From an optimization exercise on the open Yosys and OpenROAD flow, aimed at small area and a short achievable clock period; shortcuts taken in it are not production practice.
Where RTL was checked, it was by simulation tests only, not by an equivalence proof against the original.

==> inputs of trial 9 <==
==> flow/design.v <==
module L1_cache #(
    parameter CTID = 0)
    (
    input logic clock,
    input logic reset,
    input logic [31:0] PCF,                  
    input logic [31:0] addr_rst,             
    input logic [1:0] tid_fetch,             
    input logic [31:0] br_target,            
    input logic [1:0] tid_br,                
    input logic [31:0] l2addr,               
    input logic [1:0] l2_tid,                
    input logic [127:0] l2_line,             
    input logic l2_valid_rsp,                
    output logic br_req,                     
    output logic req_spec,                   
    output logic req_refill,                 
    output logic [31:0] instr                
    );
    logic         active;       
    logic [27:0]  tag;          
    logic [127:0] data;         
    logic         zeroed;       
    genvar gi;
    localparam integer NF = 8;
    logic [1:0]    tid_ok;      
    logic [NF-1:0] fill_w, fill_wn;
    logic [127:0]  blk;         
    generate
        for (gi = 0; gi < 2; gi++) begin : g_tid
            if (CTID == 0) begin : g_t0
                L1_nor2 u_tidok (.a(l2_tid[0]), .b(l2_tid[1]), .y(tid_ok[gi]));
            end else begin : g_tn
                assign tid_ok[gi] = (l2_tid == CTID);
            end
        end
        for (gi = 0; gi < NF; gi++) begin : g_fill
            L1_fdec u_fdec (.valid(l2_valid_rsp), .tid_ok(tid_ok[gi/(NF/2)]), .f(fill_w[gi]), .fn(fill_wn[gi]));
        end
        for (gi = 0; gi < 128; gi++) begin : g_blk
            L1_sel2 u_blk (.s(fill_w[gi/(128/NF)]), .sn(fill_wn[gi/(128/NF)]), .a(l2_line[gi]), .b(data[gi]), .y(blk[gi]));
        end
    endgenerate
    logic fill, fill_n, tload, thold;
    L1_fdec u_fdec_t (.valid(l2_valid_rsp), .tid_ok(tid_ok[1]), .f(fill), .fn(fill_n));
    assign tload = fill & ~reset;
    assign thold = fill_n & ~reset;
    logic [27:0] tag_d;
    generate
        for (gi = 0; gi < 28; gi++) begin : g_tag
            L1_sel2 u_tag (.s(tload), .sn(thold), .a(l2addr[gi+4]), .b(tag[gi]), .y(tag_d[gi]));
        end
    endgenerate
    logic [6:0] ne_p, ne_b;
    generate
        for (gi = 0; gi < 7; gi++) begin : g_cmp
            L1_ne4 u_nep (.a(PCF[4*gi+7 -: 4]), .t(tag[4*gi+3 -: 4]), .ne(ne_p[gi]));
            L1_ne4 u_neb (.a(br_target[4*gi+7 -: 4]), .t(tag[4*gi+3 -: 4]), .ne(ne_b[gi]));
        end
    endgenerate
    logic miss_p, ok;
    assign miss_p = |ne_p;
    assign ok     = fill | ~zeroed;             
    localparam integer NH = 4;
    logic       ao_n;
    logic [3:0] pe;
    logic [NH-1:0] hn;
    assign ao_n = ~(active & ok);
    L1_nor2 u_pe0 (.a(ne_p[0]), .b(ne_p[1]), .y(pe[0]));
    L1_nor2 u_pe1 (.a(ne_p[2]), .b(ne_p[3]), .y(pe[1]));
    L1_nor2 u_pe2 (.a(ne_p[4]), .b(ne_p[5]), .y(pe[2]));
    L1_nor2 u_pe3 (.a(ne_p[6]), .b(ao_n),    .y(pe[3]));
    generate
        for (gi = 0; gi < NH; gi++) begin : g_hit
            L1_nand4 u_hn (.a(pe), .y(hn[gi]));
        end
    endgenerate
    logic [3:0] wsel;
    assign wsel[3] = (PCF[3:0] == 4'hc);
    assign wsel[2] = (PCF[3:0] == 4'h8);
    assign wsel[1] = (PCF[3:0] == 4'h4);
    assign wsel[0] = ~(wsel[3] | wsel[2] | wsel[1]);
    generate
        for (gi = 0; gi < 32; gi++) begin : g_out
            L1_word u_out (.s(wsel), .d({blk[96+gi], blk[64+gi], blk[32+gi], blk[gi]}), .hn(hn[gi/(32/NH)]), .y(instr[gi]));
        end
    endgenerate
    assign req_spec   = active & ~miss_p & wsel[3];
    assign req_refill = active & miss_p;
    assign br_req     = ~active & (tid_br == CTID) & (|ne_b);
    always_ff @(posedge clock) begin
        active <= (tid_fetch == CTID);
        data   <= blk;
        tag    <= tag_d;
        zeroed <= reset | (zeroed & fill_n);
    end
endmodule
module L1_fdec (input logic valid, input logic tid_ok, output logic f, output logic fn);
    assign f  = valid & tid_ok;
    assign fn = ~(valid & tid_ok);
endmodule
module L1_sel2 (input logic s, input logic sn, input logic a, input logic b, output logic y);
    assign y = (s & a) | (sn & b);
endmodule
module L1_ne4 (input logic [3:0] a, input logic [3:0] t, output logic ne);
    assign ne = |(a ^ t);
endmodule
module L1_word (input logic [3:0] s, input logic [3:0] d, input logic hn, output logic y);
    assign y = ~hn & (|(s & d));
endmodule
module L1_nor2 (input logic a, input logic b, output logic y);
    assign y = ~(a | b);
endmodule
module L1_nand4 (input logic [3:0] a, output logic y);
    assign y = ~(&a);
endmodule
==> flow/flow/run.sh <==
#!/bin/bash
# Standard ORFS layout; the only change is that port buffers use the smallest buffer cell.
set -euo pipefail
export BUFFER_PORTS_ARGS="-buffer_cell sky130_fd_sc_hd__buf_1"
bash standard.sh > standard_flow.log 2>&1
==> flow/standard.sh <==
#!/bin/bash
# synth_recipe.tcl (not shown) runs the flow's synth.tcl, then flattens the netlist and writes it again
# the make line also repeats each setting of config.mk as NAME=value (left out here)
make -C /OpenROAD-flow-scripts/flow DESIGN_CONFIG=/design/flow/config.mk WORK_HOME=/design/flow/orfs CLKGATE_MAP_FILE= SYNTH_SCRIPT=/design/flow/synth_recipe.tcl "${@:-finish}"
==> flow/config.mk <==
export PLATFORM = sky130hd
export DESIGN_NAME = L1_cache
export DESIGN_NICKNAME = L1_cache
export VERILOG_FILES = /design/flow/design.v
export SDC_FILE = /design/flow/constraint.sdc
export NUM_CORES = 4
export LEC_CHECK = 0
export CAP_MARGIN = 20
export CORE_MARGIN = 2
export CORE_UTILIZATION = 40
export CTS_BUF_LIST = sky130_fd_sc_hd__clkbuf_4 sky130_fd_sc_hd__clkbuf_8
export SETUP_SLACK_MARGIN = 2.0
export SLEW_MARGIN = 20
export SYNTH_HIERARCHICAL = 1
==> flow/constraint.sdc <==
create_clock -name core_clock -period 6.0 [get_ports {clock}]
set_input_delay 1.2000 -clock core_clock [delete_from_list [all_inputs] [get_ports {clock}]]
set_output_delay 1.2000 -clock core_clock [all_outputs]
set_load 0.01 [all_outputs]
==> trial 80 (differences from trial 9) <==
==> flow/design.v, changed modules only <==
module L1_cache #(
    parameter CTID = 0)
    (
    input logic clock,
    input logic reset,
    input logic [31:0] PCF,                  
    input logic [31:0] addr_rst,             
    input logic [1:0] tid_fetch,             
    input logic [31:0] br_target,            
    input logic [1:0] tid_br,                
    input logic [31:0] l2addr,               
    input logic [1:0] l2_tid,                
    input logic [127:0] l2_line,             
    input logic l2_valid_rsp,                
    output logic br_req,                     
    output logic req_spec,                   
    output logic req_refill,                 
    output logic [31:0] instr                
    );
    logic         active;       
    logic [27:0]  tag;          
    logic [127:0] data;         
    logic         zeroed;       
    genvar gi;
    logic         tid_ok;       
    assign tid_ok = (l2_tid == CTID);
    logic [3:0]   fill_w, fill_wn;
    logic [127:0] blk;          
    generate
        for (gi = 0; gi < 4; gi++) begin : g_fill
            L1_fdec u_fdec (.valid(l2_valid_rsp), .tid_ok(tid_ok), .f(fill_w[gi]), .fn(fill_wn[gi]));
        end
        for (gi = 0; gi < 128; gi++) begin : g_blk
            L1_sel2 u_blk (.s(fill_w[gi/32]), .sn(fill_wn[gi/32]), .a(l2_line[gi]), .b(data[gi]), .y(blk[gi]));
        end
    endgenerate
    logic fill, fill_n, tload, thold;
    L1_fdec u_fdec_t (.valid(l2_valid_rsp), .tid_ok(tid_ok), .f(fill), .fn(fill_n));
    assign tload = fill & ~reset;
    assign thold = fill_n & ~reset;
    logic [27:0] tag_d;
    generate
        for (gi = 0; gi < 28; gi++) begin : g_tag
            L1_sel2 u_tag (.s(tload), .sn(thold), .a(l2addr[gi+4]), .b(tag[gi]), .y(tag_d[gi]));
        end
    endgenerate
    logic [6:0] ne_p, ne_b;
    generate
        for (gi = 0; gi < 7; gi++) begin : g_cmp
            L1_ne4 u_nep (.a(PCF[4*gi+7 -: 4]), .t(tag[4*gi+3 -: 4]), .ne(ne_p[gi]));
            L1_ne4 u_neb (.a(br_target[4*gi+7 -: 4]), .t(tag[4*gi+3 -: 4]), .ne(ne_b[gi]));
        end
    endgenerate
    logic miss_p, ok;
    assign miss_p = |ne_p;
    assign ok     = fill | ~zeroed;             
    localparam integer NH = 4;
    logic       ao_n;
    logic [3:0] pe;
    logic [NH-1:0] hn;
    assign ao_n = ~(active & ok);
    L1_nor2 u_pe0 (.a(ne_p[0]), .b(ne_p[1]), .y(pe[0]));
    L1_nor2 u_pe1 (.a(ne_p[2]), .b(ne_p[3]), .y(pe[1]));
    L1_nor2 u_pe2 (.a(ne_p[4]), .b(ne_p[5]), .y(pe[2]));
    L1_nor2 u_pe3 (.a(ne_p[6]), .b(ao_n),    .y(pe[3]));
    generate
        for (gi = 0; gi < NH; gi++) begin : g_hit
            L1_nand4 u_hn (.a(pe), .y(hn[gi]));
        end
    endgenerate
    logic [3:0] wsel;
    assign wsel[3] = (PCF[3:0] == 4'hc);
    assign wsel[2] = (PCF[3:0] == 4'h8);
    assign wsel[1] = (PCF[3:0] == 4'h4);
    assign wsel[0] = ~(wsel[3] | wsel[2] | wsel[1]);
    generate
        for (gi = 0; gi < 32; gi++) begin : g_out
            L1_word u_out (.s(wsel), .d({blk[96+gi], blk[64+gi], blk[32+gi], blk[gi]}), .hn(hn[gi/(32/NH)]), .y(instr[gi]));
        end
    endgenerate
    assign req_spec   = active & ~miss_p & wsel[3];
    assign req_refill = active & miss_p;
    assign br_req     = ~active & (tid_br == CTID) & (|ne_b);
    always_ff @(posedge clock) begin
        active <= (tid_fetch == CTID);
        data   <= blk;
        tag    <= tag_d;
        zeroed <= reset | (zeroed & fill_n);
    end
endmodule
SETUP_SLACK_MARGIN = 3.0   (was 2.0)
==> summary of the runs <==
Trial 80 finished clean. Trial 9 went through all stages and came out clean. In trial 9 the first-iteration DRC count is larger than in trial 80, by 8.0%. Between trial 80 and trial 9, the lower global-route usage is in trial 9 (gap 3.7 points). In trial 80 the maximum frequency is higher than in trial 9, by about 3.6%. Of trial 9 and trial 80, trial 9 has the higher register-to-register slack (gap 0.11 ns). In sequential cell count, trial 80 and trial 9 do not differ. Between trial 9 and trial 80, the lower worst setup slack is in trial 9 (gap 0.14 ns). Of trial 9 and trial 80, trial 80 has the higher via count (gap about 2.3%, measured against trial 80). Against trial 80, the count of clock-buffer cells in the layout of trial 9 is lower by 10. Synthesized cell count: trial 80 is lower than trial 9 (1.7%). Between trial 80 and trial 9, the lower sequential share of layout area is in trial 80 (gap 3.2 points).
The RTL of trial 9 was laid out without a check of its function.

==> re-timing with driven ports <==
The flow's constraints put no driver on any port. The routed layouts listed below were extracted and timed again, unchanged, in two steps. Step 1 assumes that a clkbuf_16 drives the clock port and a buf_2 every other input. Step 2 times the ports against the registers' clock, not the clock port: input delays grow and output delays shrink by t, the midpoint of the rising clock arrivals with the driver on. Slacks: ideal ports / drivers / drivers and shift; pairs: ideal ports / drivers.
run | shift t [ns] | setup WS [ns] | worst slew at a driven data input, ns | cell pins on the clock port's net
trial 9 | 0.488 | 2.055 / 2.027 / 2.027 | 0.06 | 1
trial 80 | 0.488 | 2.194 / 2.156 / 2.156 | 0.08 | 1
After both steps setup and hold are still met in every run listed. The setup slack of trial 80, which loses most, moves by -0.038 ns with the drivers and by -0.038 ns with both steps.
